This design comes from an exercise in tuning for small area on the open sky130 flow, not from production work. In this exercise RTL edits were held to simulation tests only and were not proved equivalent to the original. No driver is modelled on the clock port, so clock power and skew are understated where the tree is cut down; a real chip needs a root buffer or a tree. Power figures rest on the tool's default switching activity, not on a simulated workload.

==> flow/design.v <==
module Custom_font_ROM(addr, out_data);
	input 	[5:0] addr;
	output reg [4:0] out_data;
	always @(*) begin
		case (addr)
			6'd0: out_data = 5'b01100;
			6'd1: out_data = 5'b01100;
			6'd3: out_data = 5'b00001;
			6'd4: out_data = 5'b10000;
			6'd5: out_data = 5'b11000;
			6'd6: out_data = 5'b00110;
			6'd7: out_data = 5'b00011;
			6'd8: out_data = 5'b00110;
			6'd9: out_data = 5'b00110;
			6'd11: out_data = 5'b10000;
			6'd12: out_data = 5'b00001;
			6'd13: out_data = 5'b00011;
			6'd14: out_data = 5'b01100;
			6'd15: out_data = 5'b11000;
			6'd16: out_data = 5'b10000;
			6'd17: out_data = 5'b11000;
			6'd18: out_data = 5'b00110;
			6'd19: out_data = 5'b00001;
			6'd24: out_data = 5'b00001;
			6'd25: out_data = 5'b00011;
			6'd26: out_data = 5'b01100;
			6'd27: out_data = 5'b10000;
			default: out_data = 5'b00000;
		endcase
	end
endmodule
module LCD_display_string(on, index, out);
	input 			on;	 
	input 		[4:0]	index;
	output reg 	[7:0]	out;
	always @(*) begin
		out = 8'h20;
		if (on)
			case (index)
				5'd5:  out = 8'h4e;
				5'd6:  out = 8'h43;
				5'd7:  out = 8'h4c;
				5'd8:  out = 8'h41;
				5'd9:  out = 8'h42;
				5'd11: out = 8'h00;
				5'd12: out = 8'h01;
				5'd16: out = 8'h32;
				5'd17: out = 8'h30;
				5'd18: out = 8'h32;
				5'd19: out = 8'h34;
				5'd21: out = 8'h31;
				5'd22: out = 8'h31;
				5'd24: out = 8'h32;
				5'd25: out = 8'h38;
				default: out = 8'h20;
			endcase
	end
endmodule
module IR_RECEIVE(iCLK, iRST_n, iIRDA, oDATA_READY, oCMD);
input               iCLK;
input               iRST_n;
input               iIRDA;
output              oDATA_READY;
output      [7:0]   oCMD;
localparam IDLE = 2'b00, GUIDANCE = 2'b01, DATAREAD = 2'b10;
localparam [12:0] B_IDLE = 13'b0100100000100,
                  B_GUID = 13'b0101101100100,
                  C625   = 13'b0101010010000,
                  C1297  = 13'b0000110001011;
reg     [1:0]   state, state_nx;
reg     [12:0]  cnt;
reg             flag;
reg     [5:0]   bitcount;
reg             T;           
reg     [7:0]   R;           
reg             M;           
reg             data_ready;
wire        z      = (cnt[11:0] == 12'd0);
wire        tc     = cnt[12] & z;
wire        fb     = cnt[12] ^ cnt[7] ^ cnt[6] ^ cnt[5] ^ z;
wire [12:0] cnt_nx = {cnt[11:0], fb};
always @(*) begin
    case (state)
        IDLE:     state_nx = tc ? GUIDANCE : IDLE;
        GUIDANCE: state_nx = tc ? DATAREAD : GUIDANCE;
        DATAREAD: state_nx = (tc || (bitcount == 6'd33)) ? IDLE : DATAREAD;
        default:  state_nx = IDLE;
    endcase
end
reg [12:0] base;
always @(*) begin
    case (state)
        IDLE:     base = B_IDLE;
        GUIDANCE: base = B_GUID;
        default:  base = 13'd0;
    endcase
end
wire chg  = (state_nx != state);
wire cond = (state == IDLE) ? ~iIRDA : iIRDA;
wire rd   = (state == DATAREAD);
wire sh   = rd && (cnt == C625);
wire st1  = rd && (cnt == C1297);
wire push = (bitcount <= 6'd24);
wire rot  = (bitcount >= 6'd25) && (bitcount <= 6'd31);
wire neq  = T ^ R[0];
wire [5:0] bitcount_nx = !rd ? 6'd0 : sh ? bitcount + 6'd1 : bitcount;
always @(posedge iCLK or negedge iRST_n)
    if (!iRST_n) begin
        state      <= IDLE;
        flag       <= 1'b0;
        cnt[12]    <= 1'b0;
        bitcount[5] <= 1'b0;
        data_ready <= 1'b0;
    end
    else begin
        state      <= state_nx;
        flag       <= cond & ~chg;
        cnt[12]    <= flag ? cnt_nx[12] : base[12];
        bitcount[5] <= bitcount_nx[5];
        data_ready <= (bitcount == 6'd32) && M && neq;
    end
always @(posedge iCLK) begin
    cnt[11:0]      <= flag ? cnt_nx[11:0] : base[11:0];
    bitcount[4:0]  <= bitcount_nx[4:0];
end
always @(posedge iCLK) begin
    if (sh)       T <= 1'b0;
    else if (st1) T <= 1'b1;
    if (sh) begin
        if (push)     R <= {T, R[7:1]};
        else if (rot) R <= {R[0], R[7:1]};
    end
    if (!rd)
        M <= 1'b1;
    else if (sh && rot)
        M <= M & neq;
end
assign oDATA_READY = data_ready;
assign oCMD = {R[0], R[7:1]};
endmodule
module div400(clk, rst, en400);
    input               clk, rst;
    output              en400;
    localparam  [10:0]  S0 = 11'd1547, TC = 11'd1797;
    reg         [10:0]  count;
    reg                 half;
    wire        tc = (count == TC);
    assign en400 = tc & ~half;
    always @(posedge clk or negedge rst)
        if (!rst) begin
            count <= S0;
            half  <= 1'b0;
        end
        else begin
            count <= {count[9:0], count[10] ^ count[8] ^ tc};
            if (tc) half <= ~half;
        end
endmodule
module test(clk, rst, IRDA_RXD, LCD_DATA, LCD_EN, LCD_RW, LCD_RS, LED, KEY, SW);
    input               clk, rst;
    input               IRDA_RXD;
    output      [7:0]   LCD_DATA;
    input       [2:0]   KEY;
    input       [17:0]  SW;
    output              LCD_EN, LCD_RS, LCD_RW;
    output      [17:0]  LED;
    wire            en400;
    div400 div_400HZ(.clk(clk), .rst(rst), .en400(en400));
    wire            IR_READY;
    wire    [7:0]   IR_CMD;
    IR_RECEIVE IR(.iCLK(clk), .iRST_n(rst), .iIRDA(IRDA_RXD),
                  .oDATA_READY(IR_READY), .oCMD(IR_CMD));
    reg             IR_READY_q, IR_READY_q2;
    wire            IR_FALL  = IR_READY_q & ~IR_READY;
    wire            TXT_FALL = IR_READY_q2 & ~IR_READY_q;
    always @(posedge clk or negedge rst)
        if (!rst) begin
            IR_READY_q  <= 1'b0;
            IR_READY_q2 <= 1'b0;
        end
        else begin
            IR_READY_q  <= IR_READY;
            IR_READY_q2 <= IR_READY_q;
        end
    reg     [2:0]   led_pos;
    always @(posedge clk or negedge rst)
        if (!rst)
            led_pos <= 3'd0;
        else if (IR_FALL) begin
            if (IR_CMD == 8'h14) led_pos <= led_pos + 3'd1;
            else if (IR_CMD == 8'h18) led_pos <= led_pos - 3'd1;
        end
    assign LED = {10'd0, 8'd1 << led_pos};
    reg     [1:0]   txt;
    always @(posedge clk or negedge rst)
        if (!rst)
            txt <= 2'b00;
        else if (TXT_FALL) begin
            if (IR_CMD == 8'h01) txt <= 2'b01;
            else if (IR_CMD == 8'h02) txt <= 2'b10;
        end
    reg     [1:0]   ph;
    reg             fnt;
    reg     [5:0]   k;
    always @(posedge clk or negedge rst)
        if (!rst) begin
            ph  <= 2'd0;
            fnt <= 1'b0;
            k   <= 6'b110011;
        end
        else if (en400) begin
            case (ph)
                2'd0:    ph <= 2'd1;
                2'd1:    ph <= 2'd2;
                default: ph <= 2'd0;
            endcase
            if (ph == 2'd0) begin
                if (fnt) begin
                    if (k == 6'd63) fnt <= 1'b0;           
                    else            k <= k + 6'd1;
                end
                else if (!k[5]) begin
                    if (k[3:0] == 4'd15) k[5] <= 1'b1;     
                    else                 k <= k + 6'd1;
                end
                else if (k[3:0] == 4'd15)
                    k <= {1'b0, k[4:0] + 5'd1};            
                else if (k[3:0] == 4'd7) begin
                    fnt <= 1'b1;                           
                    k   <= 6'd0;
                end
                else
                    k <= k + 6'd1;
            end
        end
    reg             txt_w;
    always @(posedge clk)
        if (en400 && ph == 2'd0)
            txt_w <= (k[5] ^ k[4]) ? txt[1] : txt[0];
    wire    [4:0]   font_data;
    wire    [7:0]   char_data;
    Custom_font_ROM cr(.addr(k), .out_data(font_data));
    LCD_display_string LCD(.on(txt_w), .index(k[4:0]), .out(char_data));
    reg     [7:0]   data;
    always @(*) begin
        if (fnt)
            data = {3'b000, font_data};
        else if (!k[5])
            data = char_data;
        else
            case (k[4:0])
                5'b01111: data = 8'hC0;
                5'b10100: data = 8'h38;
                5'b10101: data = 8'h01;
                5'b10110: data = 8'h06;
                5'b10111: data = 8'h40;
                default:  data = 8'h80;
            endcase
    end
    assign LCD_DATA = data;
    assign LCD_EN   = (ph == 2'd1);
    assign LCD_RS   = fnt | ~k[5];
    assign LCD_RW   = 1'b0;
endmodule
==> flow/flow/run.sh <==
#!/bin/bash
# The standard layout (standard.sh) with these changes:
#  - synthesis runs ABC with an area-oriented script (flow/abc_area.script,
#    deepsyn then area mapping); the synthesis is tried with six deepsyn
#    seeds and the layout is made from the seed whose netlist is smallest;
#  - adders are left to ABC (no ADDER_MAP_FILE), like the rest of the logic;
#  - the port buffers are sky130_fd_sc_hd__buf_1;
#  - constant outputs share one tie cell (no tie fan-out repair);
#  - CTS adds no dummy loads to the clock tree and builds it from
#    sky130_fd_sc_hd__clkbuf_4; flow/post_cts.tcl then makes the root and
#    the leaves with 10 or more sinks sky130_fd_sc_hd__clkbuf_8.
set -euo pipefail
W=$PWD
echo 'export ADDER_MAP_FILE =' >> config.mk
echo 'export BUFFER_PORTS_ARGS = -buffer_cell sky130_fd_sc_hd__buf_1' >> config.mk
echo 'export CTS_ARGS = -sink_clustering_enable -repair_clock_nets -dont_use_dummy_load -buf_list sky130_fd_sc_hd__clkbuf_4' >> config.mk
echo 'export SKIP_REPAIR_TIE_FANOUT = 1' >> config.mk
echo "export POST_CTS_TCL = $W/flow/post_cts.tcl" >> config.mk
export FLOW_SYNTH=$W/synth_recipe.tcl

# synthesis with each seed, each in a work folder of its own
for S in 1 2 3 4 5 6; do
  sed "s/-S 1 /-S $S /" flow/abc_area.script > abc_s$S.script
  sed "s#WORK_HOME=[^ ]*#WORK_HOME=$W/try_s$S#; s#SYNTH_SCRIPT=[^ ]*#SYNTH_SCRIPT=$W/flow/my_synth.tcl#" standard.sh > try_s$S.sh
  ( MY_ABC_SCRIPT=$W/abc_s$S.script bash try_s$S.sh synth > try_s$S.log 2>&1 || true ) &
done
wait
BEST=1; BESTA=1e12
for S in 1 2 3 4 5 6; do
  f=$W/try_s$S/reports/sky130hd/test/base/synth_stat.txt
  [[ -f $f ]] || continue
  A=$(grep -m1 "Chip area for module" $f | awk '{print $NF}')
  echo "seed $S synth area $A" | tee -a seeds.log
  if awk "BEGIN{exit !($A < $BESTA)}"; then BEST=$S; BESTA=$A; fi
done
echo "best seed $BEST ($BESTA)" | tee -a seeds.log

sed "s#SYNTH_SCRIPT=[^ ]*#SYNTH_SCRIPT=$W/flow/my_synth.tcl#" standard.sh > my_standard.sh
MY_ABC_SCRIPT=$W/abc_s$BEST.script bash my_standard.sh > flow.log 2>&1
==> flow/flow/abc_area.script <==
&get -n
&st
&deepsyn -I 1 -J 50 -S 1 -T 120
&st
&dch -f
&nf -R 1000 -a
&put
==> flow/flow/my_synth.tcl <==
# The standard synthesis (synth_recipe.tcl), with ABC's mapping script
# replaced by abc_area.script; registers are mapped before ABC and are untouched.
proc abc {args} {
  set i [lsearch -exact $args -script]
  if {$i >= 0} { lset args [expr {$i + 1}] $::env(MY_ABC_SCRIPT) }
  yosys abc {*}$args
}
source $::env(FLOW_SYNTH)
==> flow/flow/post_cts.tcl <==
# Upsize the clock tree's root and its heavily loaded leaf buffers.
set changed 0
foreach inst [get_cells clkbuf_*] {
  set out [get_pins -of_objects $inst -filter "direction==output"]
  set fo [llength [get_pins -of_objects [get_nets -of_objects $out] -filter "direction==input"]]
  if { [get_property $inst name] == "clkbuf_0_clk" || $fo >= 10 } {
    puts "post_cts: [get_property $inst name] fanout $fo -> clkbuf_8"
    replace_cell $inst sky130_fd_sc_hd__clkbuf_8
    incr changed
  }
}
if { $changed } {
  detailed_placement
  check_placement -verbose
  estimate_parasitics -placement
}
==> flow/standard.sh <==
#!/bin/bash
# synth_recipe.tcl (not shown) runs the flow's synth.tcl, then flattens the netlist and writes it again
# the make line also repeats each setting of config.mk as NAME=value (left out here)
make -C /OpenROAD-flow-scripts/flow DESIGN_CONFIG=/design/flow/config.mk WORK_HOME=/design/flow/orfs CLKGATE_MAP_FILE= SYNTH_SCRIPT=/design/flow/synth_recipe.tcl "${@:-finish}"
==> flow/config.mk <==
export PLATFORM = sky130hd
export DESIGN_NAME = test
export DESIGN_NICKNAME = test
export VERILOG_FILES = /design/flow/design.v
export SDC_FILE = /design/flow/constraint.sdc
export NUM_CORES = 4
export LEC_CHECK = 0
export CAP_MARGIN = 20
export CORE_MARGIN = 2
export CORE_UTILIZATION = 40
export SLEW_MARGIN = 20
export ADDER_MAP_FILE =
export BUFFER_PORTS_ARGS = -buffer_cell sky130_fd_sc_hd__buf_1
export CTS_ARGS = -sink_clustering_enable -repair_clock_nets -dont_use_dummy_load -buf_list sky130_fd_sc_hd__clkbuf_4
export SKIP_REPAIR_TIE_FANOUT = 1
export POST_CTS_TCL = /design/flow/flow/post_cts.tcl
==> flow/constraint.sdc <==
create_clock -name core_clock -period 10.0 [get_ports {clk}]
set_input_delay 2.0000 -clock core_clock [delete_from_list [all_inputs] [get_ports {clk}]]
set_output_delay 2.0000 -clock core_clock [all_outputs]
set_load 0.01 [all_outputs]
==> impl_metrics.csv, run 1 <==
group,metric,value,unit
run_status,status,"finished clean",
power,p_leak,1.17,nW
setup_path,worstPathArrival,2.54,ns
setup_path,crit_type,"reg -> out",
layout,final_util,43.5,%
synthesis,synth_compound_area_share,13.9,%
drt,drt-total-wl,4840,um
clock_tree,clkLatencyLatePin,0.34,ns
synthesis,ys_ff_latch,62,
clock_tree,cts_tree,"built",
placed_design,portBuffers,20,
layout,nNetsFinal,321,
placed_design,place_congestion,0.875,
global_routing,grt_max_degree,35,
synthesis,synth_top_family_by_area,"simple AND/OR/NAND/NOR gates",
placed_design,hpwl,3370,um
layout,final_cell_area,2920,um2
power,peakVddDrop,0.000132,V
layout,fill_cells,651,
layout,diodes,0,
layout,drive_above_1_share,6.44,%
timing,period_share,45.4,%
timing,slew_violations,0,
floorplanning,io_pins,53,
drt,dr.pass1.iters,4,
clock_tree,cts_sinks,62,
synthesis,synth-edff-count,9,
power,total_power,0.522,mW
clock_tree,path_clk_slew,0.10,ns
drt,ant_nets,0,
synthesis,synth_adder_area_share,0,%
power,power_density,179,nW/um2
hold_path,min_path_type,"reg -> reg",
setup_path,path_max_fanout,11,
drt,via_per_inst,5.29,
drt,first_iter_violations,102,
synthesis,synth_xor_area_share,3.20,%
setup_path,endpoint_kind,"primary output",
timing,tightest_slew,0.856,ns
timing,hold_violations,0,
placed_design,dpl_cell_area,2830,um2
synthesis,async_flop_share,54.8,%
synthesis,synth-main-ff-cell,"dfrtp_1",
layout,layout_commonest_cell,"nor2_1",
layout,syn_to_final_growth,6.58,%
synthesis,ys_seq_area_share,55.2,%
floorplanning,die-area,7530,um2
placed_design,pre_cts_slack,5.86,ns
layout,final_cell_mix,"29 x nor2_1, 25 x dfrtp_1, 23 x nand2_1, 23 x a21oi_1, 21 x o21ai_0",
timing,timing.hold.ws,0.371,ns
setup_path,critical_path_required,8.00,ns
timing,rsz0062_at_grt,"no",
setup_path,critPathLaunchType,"flop",
global_routing,grt-ovfl-total,0,
timing,slew_headroom,42.9,%
global_routing,antenna_found_initial,0,
synthesis,synth.avg_cell_area,9.89,um2
floorplanning,core_area,6720,um2
run,maxCapViolations,0,
synthesis,synth_mux_area_share,1.64,%
floorplanning,die_h,86.8,um
global_routing,grt_util_all_layers,14.5,%
timing,final.setup_skew,0.0288,ns
global_routing,grt_pass1_vias,1860,
timing,setup_viol,0,
floorplanning,initial_core_util,40.8,%
layout,final_cells,375,
drt,via_count,1983,
drt,drc_errors,0,
placed_design,dp.cells,366,
timing,max_freq,220,MHz
timing,period_needed,4.54,ns
global_routing,grt_first_pass_wirelength,8510,um
synthesis,synth_cell_types,43,
timing,setup-tns-final,0,ns
floorplanning,num_rows,30,
synthesis,syn_inst,277,
synthesis,yosysWarnings,5,
synthesis,yosys.area_share.simple,21.4,%
drt,detail_route.wl_per_cell,12.9,um
synthesis,netlist_area,2740,um2
timing,fin_ws,5.46,ns
floorplanning,die_w,86.8,um
synthesis,syn-num-nets,301,
## metal layers
layer	routed length (um)	vias to the layer above	GRT usage, %
li1	-	1019	-
met1	2480	923	19.6
met2	2120	38	21.7
met3	213	3	4.67
met4	23	0	5.54
met5	0	-	0
## synthesized netlist by cell type, drive strengths merged (3+ instances only)
| library cell | count | area share, % |
|---|---|---|
| nor2 | 29 | 4.0 |
| dfrtp | 25 | 23 |
| a21oi | 23 | 4.2 |
| nand2 | 23 | 3.2 |
| o21ai | 21 | 3.8 |
| dfxtp | 19 | 14 |
| nand3 | 12 | 2.2 |
| buf | 11 | 3.0 |
| clkinv | 11 | 1.5 |
| and2 | 9 | 2.1 |
| dfstp | 9 | 8.6 |
| edfxtp | 9 | 9.9 |
| nor3 | 7 | 1.3 |
| nor4 | 6 | 1.4 |
| xnor2 | 5 | 1.6 |
| xor2 | 5 | 1.6 |
| a31oi | 4 | 0.91 |
| and3 | 4 | 0.91 |
| mux2 | 4 | 1.6 |
| nor2b | 4 | 0.91 |
| nor3b | 4 | 1.1 |
| o21a | 4 | 1.1 |
| nand4 | 3 | 0.69 |
| nor4b | 3 | 0.96 |
## kinds of logic after synthesis
logic type	after synthesis
and+or+nand+nor	114
AOI/OAI and AO/OA	64
DFF	62
buffers and inverters	22
xor gates and xnor gates	10
muxes	4
other	1
## report_power, final
group          leakage, nW  internal (mW)  switching, mW
Clock               0.0492         0.0550         0.0759
Sequential           0.673          0.286         0.0299
Combinational        0.443         0.0319         0.0439
Total                 1.17          0.372          0.150
## cell type report
cell class	instances	area [um2]	area share (%)
sequential	62	1510	51.8
multi-input combinational	193	1100	37.8
tap	80	100	3.43
clock buffer	9	86.3	2.96
timing repair buffer	20	76.3	2.61
inverter	11	41.3	1.41
## registers in the layout (all words and copies together), names as in the netlist, 2 cells and up
register and flops:
ph 2, led_pos 3, IR.R 8, div_400HZ.count 11, k 6, txt 2, IR.state 2, IR.bitcount 6
IR.cnt 13
## critical path: stages (launching register included)
cell       delay, ns
dfstp_2         0.66
nand2_1         0.16
nand2b_1        0.17
a21oi_1         0.08
a2111oi_0       0.65
nand2_1         0.15
o21ai_0         0.18
buf_1           0.17
## path summary, 6_finish.rpt
path | start | end | slack (ns) | cells after the start
setup / recovery | k[0]$_DFFE_PN1P_ | LCD_DATA[1] | 5.46 | 7
hold / removal | div_400HZ.count[6]$_DFF_PN0_ | div_400HZ.count[7]$_DFF_PN0_ | 0.37 | 0
setup reg to reg | div_400HZ.count[3]$_DFF_PN1_ | k[4]$_DFFE_PN1P_ | 7.23 | 7
hold reg to reg | div_400HZ.count[6]$_DFF_PN0_ | div_400HZ.count[7]$_DFF_PN0_ | 0.37 | 0
max in group asynchronous | rst | led_pos[0]$_DFFE_PN0P_ | 7.68 | 1
min in group asynchronous | rst | k[2]$_DFFE_PN0P_ | 1.76 | 1
==> run 2, diff against run 1 <==
--- a/flow/design.v
+++ b/flow/design.v
@@ -175,12 +175,7 @@
     wire            TXT_FALL = IR_READY_q2 & ~IR_READY_q;
     always @(posedge clk or negedge rst)
-        if (!rst) begin
-            IR_READY_q  <= 1'b0;
-            IR_READY_q2 <= 1'b0;
-        end
-        else begin
-            IR_READY_q  <= IR_READY;
-            IR_READY_q2 <= IR_READY_q;
-        end
+        if (!rst) IR_READY_q <= 1'b0;
+        else      IR_READY_q <= IR_READY;
+    always @(posedge clk) IR_READY_q2 <= IR_READY_q;
     reg     [2:0]   led_pos;
     always @(posedge clk or negedge rst)
@@ -193,6 +188,7 @@
     assign LED = {10'd0, 8'd1 << led_pos};
     reg     [1:0]   txt;
-    always @(posedge clk or negedge rst)
-        if (!rst)
+    wire            pre;
+    always @(posedge clk)
+        if (pre)
             txt <= 2'b00;
         else if (TXT_FALL) begin
@@ -203,4 +199,5 @@
     reg             fnt;
     reg     [5:0]   k;
+    assign pre = !fnt && (k == 6'b110011);
     always @(posedge clk or negedge rst)
         if (!rst) begin
==> run 2 against run 1 <==
  * Global-route usage is 0.30 points lower
  * Still clean
  * Combinational power is about 20% lower
  * Hold slack worse by 0.0029 ns
  * Highest routed layer unchanged
  * Core utilization is 0.26 points lower
  * Critical path depth is 1 lower
  * Sequential share of layout area is 0.086 points higher
  * Count of clock-buffer cells in the layout stayed put
  * Clock skew is 0.0081 ns lower
  * Largest cell class unchanged
  * Clock power is 6% lower
  * Sequential power is 2% lower
==> impl_metrics.csv, run 2 <==
group,metric,value,unit
run_status,status,"finished clean",
synthesis,netlist_area,2710,um2
drt,drt-total-wl,4950,um
clock_tree,clkLatencyLatePin,0.32,ns
synthesis,synth-edff-count,9,
hold_path,min_path_cells,0,
synthesis,synth_area_leader_cell,"dfrtp_1",
global_routing,grt_max_degree,32,
timing,slew_violations,0,
setup_path,cpPeakStageDelay,0.51,ns
layout,top_regs,"IR.cnt: 13 flops, div_400HZ.count: 11 flops, IR.R: 8 flops",
timing,rsz0062_at_grt,"no",
drt,dr.pass1.iters,5,
global_routing,grt_first_pass_wirelength,8200,um
setup_path,cp.buffers_inverters,1,
hold_path,min_path_type,"reg -> reg",
synthesis,async_flop_share,50.0,%
floorplanning,die-area,7460,um2
setup_path,critPathLaunchType,"flop",
synthesis,ys_seq_area_share,55.2,%
timing,final.setup_skew,0.0208,ns
global_routing,antenna_found_initial,0,
clock_tree,cts_tree,"built",
setup_path,crit_path_cell_trace,"xnor2_1 -> nor2_1 -> a21oi_1 -> a21oi_1 -> o311ai_0 -> buf_1",
power,p_leak,1.15,nW
drt,detail_route.wl_per_cell,13.6,um
timing,tightest_slew,0.797,ns
global_routing,grt_util_all_layers,14.2,%
power,peakVddDrop,0.0000903,V
global_routing,grt_pass1_vias,1837,
setup_path,rr_startpoint,"div_400HZ.count[10]$_DFF_PN1_",
setup_path,worstReg2RegEnd,"k[4]$_DFFE_PN1P_",
power,power_density,170,nW/um2
floorplanning,io_pins,53,
timing,period_needed,4.12,ns
synthesis,yosys-top-cells-count,"28 x nor2_1, 25 x nand2_1, 22 x dfrtp_1, 22 x dfxtp_1, 18 x a21oi_1",
synthesis,syn_inst,267,
synthesis,syn-num-nets,291,
timing,setup_viol,0,
floorplanning,initial_core_util,40.6,%
floorplanning,die_h,86.4,um
layout,nNetsFinal,311,
timing,slew_headroom,46.8,%
hold_path,hold_end,"div_400HZ.count[10]$_DFF_PN1_",
setup_path,crit_family,"compound AO/OA/AOI/OAI gates",
synthesis,synth_cell_types,43,
synthesis,ys_ff_latch,62,
timing,max_freq,243,MHz
layout,layout_commonest_cell,"nor2_1",
synthesis,synth_most_common_cell,"nor2_1",
timing,hold_violations,0,
setup_path,ff2ff_setup_slack,7.15,ns
timing,period_share,41.2,%
synthesis,synth_top_area_share,20.3,%
layout,diodes,0,
layout,syn_to_final_growth,6.41,%
global_routing,grt-ovfl-total,0,
setup_path,endpoint_kind,"primary output",
placed_design,portBuffers,20,
placed_design,hpwl,3500,um
run,maxCapViolations,0,
floorplanning,core_area,6680,um2
synthesis,synth.area.top_cells,"dfrtp_1 20%, dfxtp_1 16%, edfxtp_1 10%",
setup_path,worstPathArrival,2.12,ns
drt,drc_errors,0,
drt,via_count,1926,
layout,largest_reg_flops,13,
floorplanning,die_w,86.4,um
drt,via_per_inst,5.28,
hold_path,hp-start,"div_400HZ.count[9]$_DFF_PN1_",
layout,drive_above_1_share,6.67,%
synthesis,synth.avg_cell_area,10.2,um2
floorplanning,num_rows,30,
layout,regMostFlops,"IR.cnt",
timing,setup-tns-final,0,ns
drt,ant_nets,0,
setup_path,ff2ff_path_depth,9,
synthesis,synth-main-ff-cell,"dfxtp_1",
layout,final_cell_mix,"28 x nor2_1, 25 x nand2_1, 22 x dfxtp_1, 22 x dfrtp_1, 19 x buf_1",
setup_path,crit_slowest_cell,"dfrtp_1",
setup_path,path_max_fanout,12,
clock_tree,cts_sinks,62,
setup_path,crit_type,"reg -> out",
placed_design,place_congestion,0.879,
clock_tree,path_clk_slew,0.08,ns
drt,first_iter_violations,73,
layout,final_util,43.2,%
setup_path,critical_path_required,8.00,ns
setup_path,crit_top_cell,"a21oi_1",
synthesis,yosysWarnings,5,
[run 2: changes by cell type in the layout (fill, tap and decap cells not counted), moves of 4 or more]
cell	delta
o21ai_0	-8
a21oi_1	-5
nor4_1	-4
nor3_1	+8
nand3_1	-9
clkinv_1	-7
[run 2: worst max path at each step]
stage	from	endpoint	depth (start not counted)
floorplan	k[1]$_DFFE_PN1P_	LCD_DATA[3]	5
global placement	k[3]$_DFFE_PN0P_	LCD_DATA[3]	6
detailed placement	k[3]$_DFFE_PN0P_	LCD_DATA[3]	6
global route	fnt$_DFFE_PN0P_	LCD_DATA[1]	7
finish	k[3]$_DFFE_PN0P_	LCD_DATA[3]	6
[run 2: per-stage QoR]
step                      power, mW  instances  hold slack, ns  instance area (um2)  worst slack (ns)
final                         0.491        365           0.368                 2890              5.88
after global routing          0.520        365           0.379                 2890              5.63
after detailed placement      0.373        356           0.359                 2810              6.22
after global placement        0.372        356           0.358                 2810              6.14
after floorplan               0.355        267           0.345                 2710              6.33
[run 2: power breakdown]
part	switching (mW)	internal [mW]	leakage (nW)	total, mW
combinational	0.0318	0.0284	0.454	0.0602
sequential	0.0283	0.279	0.647	0.308
clock	0.0722	0.0507	0.0466	0.123
total	0.132	0.358	1.15	0.491
[run 2: cell type report]
| class | instances | area (um2) |
|---|---|---|
| Tap cell | 80 | 100 |
| Timing Repair Buffer | 20 | 76.3 |
| Clock buffer | 9 | 80.1 |
| Sequential cell | 62 | 1500 |
| Inverter | 4 | 15.0 |
| Fill cell | 701 | 3790 |
| Multi-Input combinational cell | 190 | 1120 |
[run 2: cell families (layout without fill, tap and decap cells)]
| kind of cell | after synthesis | in the layout | synth area share [%] |
|---|---|---|---|
| AO/OA/AOI/OAI | 51 | 51 | 11.7 |
| XOR/XNOR | 13 | 13 | 4.20 |
| buffers and inverters | 15 | 33 | 3.60 |
| flip-flops | 62 | 62 | 55.2 |
| multiplexers | 4 | 4 | 1.66 |
| other | 1 | 1 | 0.138 |
| AND/OR/NAND/NOR | 121 | 121 | 23.5 |
[run 2: routing by layer]
| layer | track usage [%] | share of wire [%] |
|---|---|---|
| met1 | 17.7 | 49 |
| met2 | 22.2 | 44 |
| met3 | 3.24 | 3.5 |
| met4 | 8.81 | 3.3 |
| met5 | 0 | 0 |
==> run 3, diff against run 2 <==
--- a/flow/flow/run.sh
+++ b/flow/flow/run.sh
@@ -8,6 +8,6 @@
 #  - constant outputs share one tie cell (no tie fan-out repair);
 #  - CTS adds no dummy loads to the clock tree and builds it from
-#    sky130_fd_sc_hd__clkbuf_4; flow/post_cts.tcl then makes the root and
-#    the leaves with 10 or more sinks sky130_fd_sc_hd__clkbuf_8.
+#    sky130_fd_sc_hd__clkbuf_4; flow/post_cts.tcl then merges its 8 leaf
+#    buffers in sibling pairs into 4 sky130_fd_sc_hd__clkbuf_8.
 set -euo pipefail
 W=$PWD
==> flow/flow/post_cts.tcl (replaced) <==
# Rework the clock tree that CTS built from clkbuf_4 (a root, clkbuf_0_clk,
# and, with 8 leaves, clkbuf_3_<i>__f_clk):
#  - with 8 leaves, the sinks of leaf 2i+1 move to its sibling leaf 2i and
#    leaf 2i+1 is deleted; the 4 remaining leaves become clkbuf_8 and the
#    root, which then drives 4 leaves, stays clkbuf_4;
#  - otherwise the root and the leaves with 10 or more sinks become clkbuf_8.
proc out_net { inst } {
  return [get_nets -of_objects [get_pins -of_objects $inst -filter "direction==output"]]
}
set leaves [get_cells -quiet clkbuf_3_*__f_clk]
if { [llength $leaves] == 8 && [get_cells -quiet clkbuf_0_clk] != "" } {
  for {set i 0} {$i < 8} {incr i 2} {
    set keep [get_cells clkbuf_3_${i}__f_clk]
    set drop [get_cells clkbuf_3_[expr {$i + 1}]__f_clk]
    set knet [out_net $keep]
    set dnet [out_net $drop]
    set inpin [get_pins -of_objects $drop -filter "direction==input"]
    set sinks [get_pins -of_objects $dnet -filter "direction==input"]
    disconnect_pin [get_nets -of_objects $inpin] $inpin
    foreach s $sinks {
      disconnect_pin $dnet $s
      connect_pin $knet $s
    }
    delete_instance $drop
    delete_net $dnet
    replace_cell $keep sky130_fd_sc_hd__clkbuf_8
    puts "post_cts: clkbuf_3_[expr {$i + 1}]__f_clk merged into clkbuf_3_${i}__f_clk ([llength $sinks] sinks moved)"
  }
} else {
  foreach inst [get_cells clkbuf_*] {
    set fo [llength [get_pins -of_objects [out_net $inst] -filter "direction==input"]]
    if { [get_property $inst name] == "clkbuf_0_clk" || $fo >= 10 } {
      puts "post_cts: [get_property $inst name] fanout $fo -> clkbuf_8"
      replace_cell $inst sky130_fd_sc_hd__clkbuf_8
    }
  }
}
detailed_placement
check_placement -verbose
estimate_parasitics -placement
==> run 3 against run 2 <==
  * Clock skew is 0.0075 ns higher
  * Wire length is 1.6% lower
  * Count of clock-buffer cells in the layout decreased by 4
  * Sequential share of layout area up 0.32 points
  * Power is 2.6% lower
  * Sequential cell count did not move
  * First-iteration DRC count is 18% higher
  * Largest power group unchanged
  * Highest routed layer unchanged
==> impl_metrics.csv, run 3 <==
group,metric,value,unit
run_status,status,"finished clean",
power,clkPwrFrac,23.1,%
global_routing,grt_first_pass_wirelength,8130,um
synthesis,synth.avg_cell_area,10.2,um2
floorplanning,num_rows,30,
timing,setup_viol,0,
layout,multiInputGateArea,1120,um2
placed_design,portBuffers,20,
layout,ff_latch_area,1500,um2
timing,timing.hold.ws,0.363,ns
synthesis,synth-edff-count,9,
synthesis,synth_top_area_share,20.3,%
floorplanning,die_w,86.4,um
drt,drt-total-wl,4870,um
layout,final_cell_mix,"28 x nor2_1, 25 x nand2_1, 22 x dfxtp_1, 22 x dfrtp_1, 19 x buf_1",
global_routing,grt_pass1_vias,1796,
synthesis,syn_inst,267,
timing,period_needed,4.16,ns
setup_path,crit_slowest_cell,"dfstp_2",
power,power_switching,0.129,mW
drt,via_per_inst,5.25,
placed_design,pre_cts_slack,6.22,ns
timing,tightest_slew,0.790,ns
power,seq_power_share,64.4,%
drt,ant_nets,0,
placed_design,place_congestion,0.879,
layout,nNetsFinal,307,
power,p_leak,1.13,nW
drt,first_iter_violations,86,
synthesis,synth_area_leader_cell,"dfrtp_1",
timing,max_freq,240,MHz
timing,setup-tns-final,0,ns
power,swShare,27.0,%
drt,dr.pass1.iters,4,
timing,hold_violations,0,
global_routing,grt_util_all_layers,13.8,%
hold_path,min_path_type,"reg -> reg",
power,peakVddDrop,0.000100,V
setup_path,critical_path_required,8.00,ns
synthesis,synth-main-ff-cell,"dfxtp_1",
setup_path,ff2ff_setup_slack,7.16,ns
drt,drc_errors,0,
synthesis,ys_seq_area_share,55.2,%
setup_path,path_max_fanout,9,
global_routing,grt-ovfl-total,0,
timing,slew_violations,0,
synthesis,yosys-top-cells-count,"28 x nor2_1, 25 x nand2_1, 22 x dfrtp_1, 22 x dfxtp_1, 18 x a21oi_1",
setup_path,critPathLaunchType,"flop",
setup_path,cp.buffers_inverters,1,
synthesis,ys_ff_latch,62,
setup_path,cpPeakStageDelay,0.61,ns
synthesis,synth_most_common_cell,"nor2_1",
timing,fin_ws,5.84,ns
power,p_comb_share,12.5,%
power,intPower,0.349,mW
synthesis,syn-num-nets,291,
setup_path,endpoint_kind,"primary output",
power,power_density,167,nW/um2
run,maxCapViolations,0,
timing,period_share,41.6,%
layout,largest_reg_flops,13,
layout,diodes,0,
synthesis,synth.area.top_cells,"dfrtp_1 20%, dfxtp_1 16%, edfxtp_1 10%",
drt,via_count,1897,
setup_path,worstPathArrival,2.16,ns
layout,final_cells,361,
synthesis,synth_cell_types,43,
global_routing,grt_max_degree,32,
synthesis,async_flop_share,50.0,%
floorplanning,core_area,6680,um2
setup_path,crit_path_cell_trace,"nand2b_1 -> nor3_1 -> a21oi_1 -> o311ai_0 -> buf_1",
layout,regMostFlops,"IR.cnt",
timing,final.setup_skew,0.0283,ns
timing,rsz0062_at_grt,"no",
timing,slew_headroom,47.4,%
synthesis,netlist_area,2710,um2
clock_tree,cts_sinks,62,
synthesis,yosysWarnings,5,
floorplanning,die-area,7460,um2
setup_path,crit_type,"reg -> out",
layout,drive_above_1_share,5.34,%
layout,final_util,42.9,%
drt,detail_route.wl_per_cell,13.5,um
clock_tree,path_clk_slew,0.11,ns
layout,top_regs,"IR.cnt: 13 flops, div_400HZ.count: 11 flops, IR.R: 8 flops",
layout,layout_commonest_cell,"nor2_1",
clock_tree,clkLatencyLatePin,0.36,ns
placed_design,hpwl,3500,um
global_routing,antenna_found_initial,0,
layout,syn_to_final_growth,5.77,%
layout,fill_cells,695,
placed_design,dp.cells,356,
floorplanning,die_h,86.4,um
floorplanning,io_pins,53,
setup_path,crit_family,"flip-flops",
floorplanning,initial_core_util,40.6,%
## run 3: through the flow
stage | cell area [um2] | total power, mW
floorplan | 2710 | 0.355
global placement | 2810 | 0.372
detailed placement | 2810 | 0.373
global route | 2870 | 0.507
finish | 2870 | 0.478
## run 3: layout make-up
class,count,area share [%]
Clock buffer,5,2.18
Inverter,4,0.523
Multi-Input combinational cell,190,38.9
Sequential cell,62,52.2
Tap cell,80,3.49
Timing Repair Buffer,20,2.66
## run 3: logic make-up after synthesis
group                  after synthesis  share of synthesized area [%]
flip-flops                          62                           55.2
XOR/XNOR                            13                           4.20
AO/OA/AOI/OAI                       51                           11.7
AND/OR/NAND/NOR                    121                           23.5
buffers and inverters               15                           3.60
multiplexers                         4                           1.66
other                                1                          0.138
## run 3: routing by layer
layer | vias up | part of all wire [%] | GRT usage, %
met5 | - | 0 | 0
met3 | 10 | 3.3 | 3.81
li1 | 968 | - | -
met1 | 881 | 49 | 17.7
met2 | 38 | 45 | 22.2
met4 | 0 | 2.5 | 5.40
## run 3: path summary, 6_finish.rpt
check | end | cells past startpoint | startpoint
min in group asynchronous | fnt$_DFFE_PN0P_ | 1 | rst
setup reg to reg | k[4]$_DFFE_PN1P_ | 9 | div_400HZ.count[10]$_DFF_PN1_
hold / removal | IR_READY_q$_DFF_PN0_ | 0 | IR.data_ready$_DFF_PN0_
setup / recovery | LCD_DATA[3] | 5 | k[5]$_DFFE_PN1P_
hold reg to reg | IR_READY_q$_DFF_PN0_ | 0 | IR.data_ready$_DFF_PN0_
max in group asynchronous | IR.cnt[12]$_DFF_PN0_ | 1 | rst
## run 3: power groups by stage
stage | clock, mW | sequential, mW | combinational, mW
after global placement | 0 | 0.314 | 0.0582
after detailed placement | 0 | 0.313 | 0.0606
final | 0.111 | 0.308 | 0.0598
after global routing | 0.124 | 0.313 | 0.0699
after floorplan | 0 | 0.304 | 0.0508

## what the ideal ports hide
In the flow no input, the clock included, has a driving cell. The finished layouts below were timed again as built, in two steps. Step 1, drivers: a clkbuf_16 drives clk and a buf_2 each remaining input, both assumed. Step 2 moves the port delays by t, midway between the first and last clock arrival at a register: inputs arrive t later, outputs are due t later. That takes back most of the time a late clock gives input paths. Three values: ideal ports, drivers, drivers and shift; two values: the first two.
run	shift t [ns]	setup WS [ns]	hold WS [ns]	worst register clock-pin slew, ns	worst slew at a driven data input, ns
run 1	0.348	5.455 / 5.431 / 5.779	0.371 / 0.371 / 0.371	0.10 / 0.10	0.03
run 2	0.340	5.877 / 5.849 / 6.189	0.368 / 0.368 / 0.368	0.09 / 0.09	0.03
run 3	0.372	5.839 / 5.815 / 6.187	0.363 / 0.363 / 0.363	0.11 / 0.11	0.03
After both steps every run listed still meets setup and hold.
